This is an optimization exercise on Yosys and OpenROAD, whose aim is small area, a short achievable clock period and few clock cycles, not a production implementation. Where RTL was checked, it was by simulation tests only, not by an equivalence proof against the original. Only the layout flow was run in run 2; the RTL was not checked for function there. Power and IR drop assume default switching activity.

==> flow/design.v, too long to show whole: its modules and the start of the top module <==
// module matrix_mult_pipelined_10: 2585 lines
// module mm10_fa: 4 lines
module matrix_mult_pipelined_10 #(parameter DATA_WIDTH = 8)(
    input clk,
    input rst,
    input in_valid,
    input [7:0] in_data,
    output reg in_ready,
    output reg out_valid,
    output reg [2*DATA_WIDTH-1:0] out_data
);
  // ...
==> flow/flow/run.sh <==
#!/bin/bash
# Standard layout (the standard.sh: unchanged synthesis and steps), with
# repair_timing asked to keep a larger setup slack than the default, so the
# resizer also speeds up paths that already meet the 10 ns clock.
bash standard.sh SETUP_SLACK_MARGIN=7.1 finish > standard.log 2>&1
==> flow/standard.sh <==
#!/bin/bash
# synth_recipe.tcl (not shown) runs the flow's synth.tcl, then flattens the netlist and writes it again
# the make line also repeats each setting of config.mk as NAME=value (left out here)
make -C /OpenROAD-flow-scripts/flow DESIGN_CONFIG=/design/flow/config.mk WORK_HOME=/design/flow/orfs CLKGATE_MAP_FILE= SYNTH_SCRIPT=/design/flow/synth_recipe.tcl "${@:-finish}"
==> flow/config.mk <==
export PLATFORM = sky130hd
export DESIGN_NAME = matrix_mult_pipelined_10
export DESIGN_NICKNAME = matrix_mult_pipelined_10
export VERILOG_FILES = /design/flow/design.v
export SDC_FILE = /design/flow/constraint.sdc
export NUM_CORES = 4
export LEC_CHECK = 0
export CAP_MARGIN = 20
export CORE_MARGIN = 2
export CORE_UTILIZATION = 65
export CTS_CLUSTER_DIAMETER = 100
export CTS_CLUSTER_SIZE = 28
export PLACE_DENSITY = 0.75
export SLEW_MARGIN = 20
export SYNTH_HIERARCHICAL = 1
export SYNTH_MINIMUM_KEEP_SIZE = 0
==> flow/constraint.sdc <==
create_clock -name core_clock -period 10.0 [get_ports {clk}]
set_input_delay 2.0000 -clock core_clock [delete_from_list [all_inputs] [get_ports {clk}]]
set_output_delay 2.0000 -clock core_clock [all_outputs]
set_load 0.01 [all_outputs]
==> summary.txt, run 1 <==
tap cells: 1186
Slowest cell on crit path: dfrtp_1
hold path start: rb[57][7]
largest area contributor in the netlist: dfxtp_1
max-cap violations: 0
Worst Skew: 0.0275 ns
Final Hold Vio Count: 0
leak pwr: 21.5 nW
clk buf depth: 3
All-Layer GR Usage: 0.252
row cnt: 111
Die ar.: 94200 um2
Finished Layout Cells: 5133
status: no timing/DRC/antenna violations
busiest grt layer: met2
top flop regs: ra (800), rb (800), ah (80)
Data required, critical path: 8.00 ns
setup ws final: 6.81 ns
worst hold slack: 0.314 ns
area of the multi-input gates: 17500 um2
min-delay worst type: register to register
Critical Path End: out_valid
hold worst-path end: rb[58][7]
Main synth FF type: dfxtp_1
mean post-synth cell area: 15.4 um2
initial DRC count: 2318
final WL: 116 mm
CTS Sinks: 2020
Comb group: 0.0000142 W
sequential share of cell area: 0.644
Netlist cell types: 57
setup_tns: 0 ns
Worst R2R End: q2117
FILL cells: 5778
Testbench counts, summed over its fixed seeds: cycles 10,360.
==> inputs of run 2 (changes only) <==
--- a/flow/design.v
+++ b/flow/design.v
@@ -9,93 +9,81 @@
 );
     integer x, k;
     reg [3:0] ph_t, ph_u;      
     reg [3:0] ix_t, ix_u;      
     reg       half;            
     reg       cact;            
     reg       trl;             
     reg [3:0] e;               
-    reg       wr_a;            
-    reg       wr_b;            
-    reg       wr_last;         
-    reg [7:0] din_r;
     wire fire = in_valid & in_ready;
+    wire wr_a = fire & ~half;   
+    wire wr_b = fire & half;    
     wire ph_u9 = (ph_u == 4'd9);
     wire ph_t9 = (ph_t == 4'd9);
     wire ph99  = ph_u9 & ph_t9;
     wire ix_u9 = (ix_u == 4'd9);
     wire ix_t9 = (ix_t == 4'd9);
     wire ix0   = (ix_u == 4'd0) & (ix_t == 4'd0);
     wire ph_t9u0 = ph_t9 & (ph_u == 4'd0);
     wire ph89  = (ph_t == 4'd8) & ph_u9;
     wire lt_e  = (ph_u < e);                                     
     wire present = wr_b | lt_e;
     wire start90 = ph_t9u0 & present;
     wire okc = ph_t9 & (ph_t9u0 | trl) & present;                
     wire fail = ph_t9 & ~ph_t9u0 & trl & ~present;
     wire row0_v = okc & ~lt_e;                                   
     wire cact_n  = (okc & ph_u9) | (cact & ~ph89);
-    wire idle_nf = ix0 & ~half & ~cact_n;           
+    wire idle_nf = ix0 & ~half & ~(cact & ~ph89);
     wire [3:0] p1_u = ph_u9 ? 4'd0 : ph_u + 4'd1;   
     wire [3:0] p1_t = ph_u9 ? (ph_t9 ? 4'd0 : ph_t + 4'd1) : ph_t;
-    wire       p1_u9 = (p1_u == 4'd9);
-    wire       p1_t9 = (p1_t == 4'd9);
-    wire [3:0] p2_u = p1_u9 ? 4'd0 : p1_u + 4'd1;   
-    wire [3:0] p2_t = p1_u9 ? (p1_t9 ? 4'd0 : p1_t + 4'd1) : p1_t;
-    wire aligned_nf = (p2_u == ix_u) & (p2_t == ix_t);
+    wire aligned_nf = (p1_u == ix_u) & (p1_t == ix_t);
     wire rdy_nf = idle_nf | aligned_nf;             
-    wire [3:0] pn_u = idle_nf ? 4'd9 : p1_u;        
-    wire [3:0] pn_t = idle_nf ? 4'd9 : p1_t;
+    wire [3:0] pn_u = idle_nf ? 4'd0 : p1_u;        
+    wire [3:0] pn_t = idle_nf ? 4'd0 : p1_t;
     wire [3:0] i1_u = ix_u9 ? 4'd0 : ix_u + 4'd1;   
     wire [3:0] i1_t = ix_u9 ? (ix_t9 ? 4'd0 : ix_t + 4'd1) : ix_t;
     wire       i1_h = (ix_u9 & ix_t9) ? ~half : half;
-    wire       last = half & ix_u9 & ix_t9;
     always @(posedge clk or posedge rst) begin
         if (rst) begin
-            ph_t <= 4'd9; ph_u <= 4'd9;
+            ph_t <= 4'd0; ph_u <= 4'd0;
             ix_t <= 4'd0; ix_u <= 4'd0;
             half <= 1'b0;
             cact <= 1'b0;
             trl <= 1'b0;
             e <= 4'd0;
-            wr_a <= 1'b0; wr_b <= 1'b0; wr_last <= 1'b0;
         end else begin
             ph_t <= fire ? p1_t : pn_t;
             ph_u <= fire ? p1_u : pn_u;
-            wr_a <= fire & ~half;
-            wr_b <= fire & half;
-            wr_last <= fire & last;
             if (fire) begin
                 ix_t <= i1_t; ix_u <= i1_u; half <= i1_h;
             end
             cact <= cact_n;
             trl <= okc;
             if (okc & ph_u9)
                 e <= 4'd0;
             else if (fail)
                 e <= ph_u;
         end
     end
-    always @(posedge clk) din_r <= in_data;
     always @(posedge clk) in_ready <= fire | rdy_nf;
     reg [7:0] ra [0:99];
     always @(posedge clk) begin
         for (x = 99; x > 0; x = x - 1) ra[x] <= ra[x-1];
-        ra[0] <= wr_a ? din_r : ra[99];
+        ra[0] <= wr_a ? in_data : ra[99];
     end
     reg [7:0] rb [0:99];    
     always @(posedge clk) begin
         for (k = 0; k < 10; k = k + 1) begin
             for (x = 9; x > 0; x = x - 1) rb[10*k+x] <= rb[10*k+x-1];
-            rb[10*k] <= (wr_b && ph_t == k) ? din_r : rb[10*k+9];
+            rb[10*k] <= (wr_b && ph_t == k) ? in_data : rb[10*k+9];
         end
     end
     reg [7:0] ah [0:9];
-    wire ld_row = (cact & (ph_u == 4'd0)) | start90;
+    wire ld_row = (cact & (ph_u == 4'd0)) | (ph_t9u0 & half);
     always @(posedge clk) begin
         if (ld_row)
             for (k = 0; k < 10; k = k + 1) ah[k] <= ra[89-k];
     end
     wire [7:0] ah0 = ah[0], ah1 = ah[1], ah2 = ah[2], ah3 = ah[3], ah4 = ah[4],
                ah5 = ah[5], ah6 = ah[6], ah7 = ah[7], ah8 = ah[8], ah9 = ah[9];
     wire [7:0] bb0 = rb[0],  bb1 = rb[10], bb2 = rb[20], bb3 = rb[30], bb4 = rb[40],
                bb5 = rb[50], bb6 = rb[60], bb7 = rb[70], bb8 = rb[80], bb9 = rb[90];
==> flow/flow/run.sh (replaced) <==
#!/bin/bash
# Standard layout (the standard.sh: unchanged synthesis and steps), with
# repair_timing asked to keep a larger setup slack than the default, so the
# resizer also speeds up paths that already meet the 10 ns clock.
bash standard.sh SETUP_SLACK_MARGIN=6.95 finish > standard.log 2>&1
==> run 2 against run 1 <==
- still clean on timing, DRC and antenna
- critical path depth unchanged
- synthesized cell count is 0.70% lower
- flip-flop and latch count shrank 10
- worst setup slack got worse by 0.023 ns
==> summary.txt, run 2 <==
status: no timing/DRC/antenna violations (unchanged)
netlist area before placement: 59300 um2 (was 59700 um2)
Synth Net Count: 4479 (was 4511)
Slowest cell on crit path: dfrtp_1 (unchanged)
Slew headroom: 0.360 (was 0.280)
Vias/cell: 5.17 (about the same)
Bufs and invs on worst path: 1 (unchanged)
Max Clk Rate: 311 MHz (was 313 MHz)
initial cell density of the core: 0.658 (was 0.653)
vias in the first global route: 27.8k (was 28.0k)
Worst Skew: 0.0262 ns (was 0.0275 ns)
vias: 26.2k (was 26.5k)
worst slew pin tran: 0.959 ns (was 1.08 ns)
Min Clock Period, post-route: 3.21 ns (was 3.19 ns)
cts bufs inserted: 82 (unchanged)
# IOs: 29 (unchanged)
clk buf depth: 3 (unchanged)
TritonCTS clock tree: yes (unchanged)
remaining global-route overflow: 0 (unchanged)
DP HPWL: 81.7 mm (about the same)
Die H: 306 um (was 307 um)
largest cells by area after synthesis: dfxtp_1 64%, fa_1 20%, nand2_1 4.1% (unchanged)
Die X: 306 um (was 307 um)
input/output buffers: 28 (unchanged)
Die ar.: 93600 um2 (was 94200 um2)
mean post-synth cell area: 15.4 um2 (about the same)
Crit path max-delay family: flip-flops (unchanged)
Power Density: 187 nW/um2 (was 186 nW/um2)
unrepaired setup endpoints after global routing: true (unchanged)
most frequent cells in the layout: 1839 x dfxtp_1, 648 x nand2_1, 588 x fa_1 (was 1805 x dfxtp_1, 640 x nand2_1, 545 x fa_1)
final WL: 114 mm (was 116 mm)
initial antenna violation count: 7 (was 6)
Syn Inst Count: 3841 (was 3868)
row cnt: 110 (was 111)
largest area contributor in the netlist: dfxtp_1 (unchanged)
min-delay worst type: register to register (unchanged)
final period utilization: 0.321 (was 0.319)
Final Hold Vio Count: 0 (unchanged)
layout cells sized above 1: 0.0934 (was 0.129)
Finished Layout Cells: 5068 (was 5133)
endpoints failing setup: 0 (unchanged)
Yosys warning count: 10 (unchanged)
CP endpoint kind: output port (unchanged)
routed len/inst: 22.4 um (was 22.6 um)
Skew-Pair Late Insertion Delay: 0.71 ns (was 0.70 ns)
EDFF count, synth: 80 (unchanged)
top flop regs: ra (800), rb (800), ah (80) (unchanged)
cts hold-fix bufs: 0 (unchanged)
Final Max Slew Viols: 0 (unchanged)
CTS root buffer: clkbuf_16 (unchanged)
layout overhead on the synthesized area: 7.66% (was 8.38%)
FILL cells: 5706 (was 5778)
initial DRC count: 2320 (was 2318)
CTS Sinks: 2010 (was 2020)
Yosys top cell area share: 0.643 (was 0.641)
worst path cell trace: buf_2 (unchanged)
post-synthesis sequential area ratio: 0.694 (about the same)
antenna-violating nets left: 0 (unchanged)
placed cell count: 4881 (was 4911)
All-Layer GR Usage: 0.251 (was 0.252)
first-pass GRT wire length: 171 mm (about the same)
most instantiated cells after synthesis: 1903 x dfxtp_1, 651 x nand2_1, 593 x fa_1 (was 1911 x dfxtp_1, 649 x nand2_1, 593 x fa_1)
async set-reset flop share out of synthesis: 0.0134 (was 0.0144)
largest net degree at the start of global routing: 54 (was 56)
DRC viols: 0 (unchanged)
WP data arrival: 1.21 ns (was 1.19 ns)
Setup CP Type: register to output port (unchanged)
Reg clk slew, reported paths: 0.10 ns (was 0.11 ns)
most common cell after layout, fill and taps aside: dfxtp_1 (unchanged)
Data required, critical path: 8.00 ns (about the same)
CP peak stage delay: 0.38 ns (about the same)
most frequent cell after synthesis: dfxtp_1 (unchanged)
Netlist cell types: 49 (was 57)
GPL Wtd Cong: 0.907 (was 0.925)
Critical Path Start Type: register (unchanged)
nets@finish: 4496 (was 4557)
max-cap violations: 0 (unchanged)
leak pwr: 21.2 nW (was 21.5 nW)
Main synth FF type: dfxtp_1 (unchanged)
setup_tns: 0 ns (unchanged)
core area: 90100 um2 (was 91400 um2)
CP Max Fanout: 1 (unchanged)
DRT Pass-1 Iters: 5 (was 7)
maximum vdd ir drop: 0.177 mV (was 0.222 mV)
flops & latches, synth: 2010 (was 2020)
H-tree depth: 3 (unchanged)
run 2: modules after synthesis, one instance, submodules excluded:
module	copies in the design	area [um2]	flops+latches
matrix_mult_pipelined_10	1	47400	2010
mm10_fa	592	20.0	0
run 2: path summary, 6_finish.rpt:
kind | slack, ns | from | cells after the start | to
min in group asynchronous | 1.66 | rst | 2 | vp[1]
max in group asynchronous | 7.94 | rst | 2 | ph_t[0]
max reg2reg | 6.95 | q1673 | 5 | q2111
min | 0.32 | ra[72][6] | 0 | ra[73][6]
max | 6.79 | out_valid | 1 | out_valid
min reg2reg | 0.32 | ra[72][6] | 0 | ra[73][6]
run 2: cell type report:
class,instances,area (um2),area share
timing repair buffer,110,1150,0.0181
inverter,88,330,0.00517
tap,1176,1470,0.0231
antenna,5,12.5,0.000196
clock inverter,10,193,0.00302
multi-input combinational,1566,17300,0.270
sequential,2010,41300,0.647
clock buffer,103,2130,0.0334
run 2: per-stage QoR:
stage / util / setup slack [ns] / cell area (um2) / hold slack, ns / power (W)
after global routing: 0.708 / 6.74 / 63800 / 0.320 / 0.0123
after global placement: 0.672 / 5.72 / 60600 / 0.310 / 0.00828
after floorplan: - / 6.70 / 59400 / 0.310 / 0.00826
after CTS: 0.700 / 6.74 / 63100 / 0.318 / 0.0120
after detailed placement: 0.672 / 5.72 / 60600 / 0.312 / 0.00828
final: 0.708 / 6.79 / 63800 / 0.317 / 0.0119
run 2: per-layer routing:
layer,GRT usage,share of wire
met2,0.393,0.46
met1,0.347,0.42
met5,0,0
met4,0.113,0.049
met3,0.0484,0.075
run 2: power by group:
group | leakage, nW | total (W) | switching [W] | internal, W
logic | 3.88 | 0.0000289 | 0.0000183 | 0.0000106
registers | 16.2 | 0.00806 | 0.00000788 | 0.00805
clock network | 1.12 | 0.00386 | 0.00231 | 0.00155
run 2: what timing repair did:
item / in CTS / in global routing
buffers inserted: 22 / 46
gates resized for setup: 140 / 29
pin swaps: 32 / 47
setup endpoints to repair: 223 / 68
cloned: 1 / 0
run 2: logic make-up after synthesis:
| family | share of synthesized area |
|---|---|
| buffers and inverters | 0.0172 |
| muxes | 0.0179 |
| DFF | 0.694 |
| adders and majority gates | 0.207 |
| xor gates and xnor gates | 0.00680 |
| AOI/OAI and AO/OA | 0.00629 |
| and+or+nand+nor | 0.0500 |

-- port drivers added, routing unchanged --
The results above use ideal ports. As a check the final layouts listed here were re-extracted and re-timed, cells and wires unchanged. Step 1 assumes that a clkbuf_16 drives the clock port and a buf_2 every other input. Step 2 also shifts input and output timing later by t, the mid clock arrival at the registers, as if the neighbouring blocks saw the same clock. Slacks: no drivers / after step 1 / after step 2; pairs: no drivers / after step 1.
| run | t, ns | slack for setup (ns) | worst register clock-pin slew, ns | worst slew at a driven data input, ns |
|---|---|---|---|---|
| run 1 | 0.756 | 6.808 / 6.739 / 6.720 | 0.12 / 0.12 | 0.04 |
| run 2 | 0.772 | 6.785 / 6.713 / 6.271 | 0.12 / 0.12 | 0.05 |
After both steps setup and hold are still met in every run listed. For run 2, which loses most, drivers alone change the setup slack by -0.072 ns; drivers and shift together by -0.514 ns.
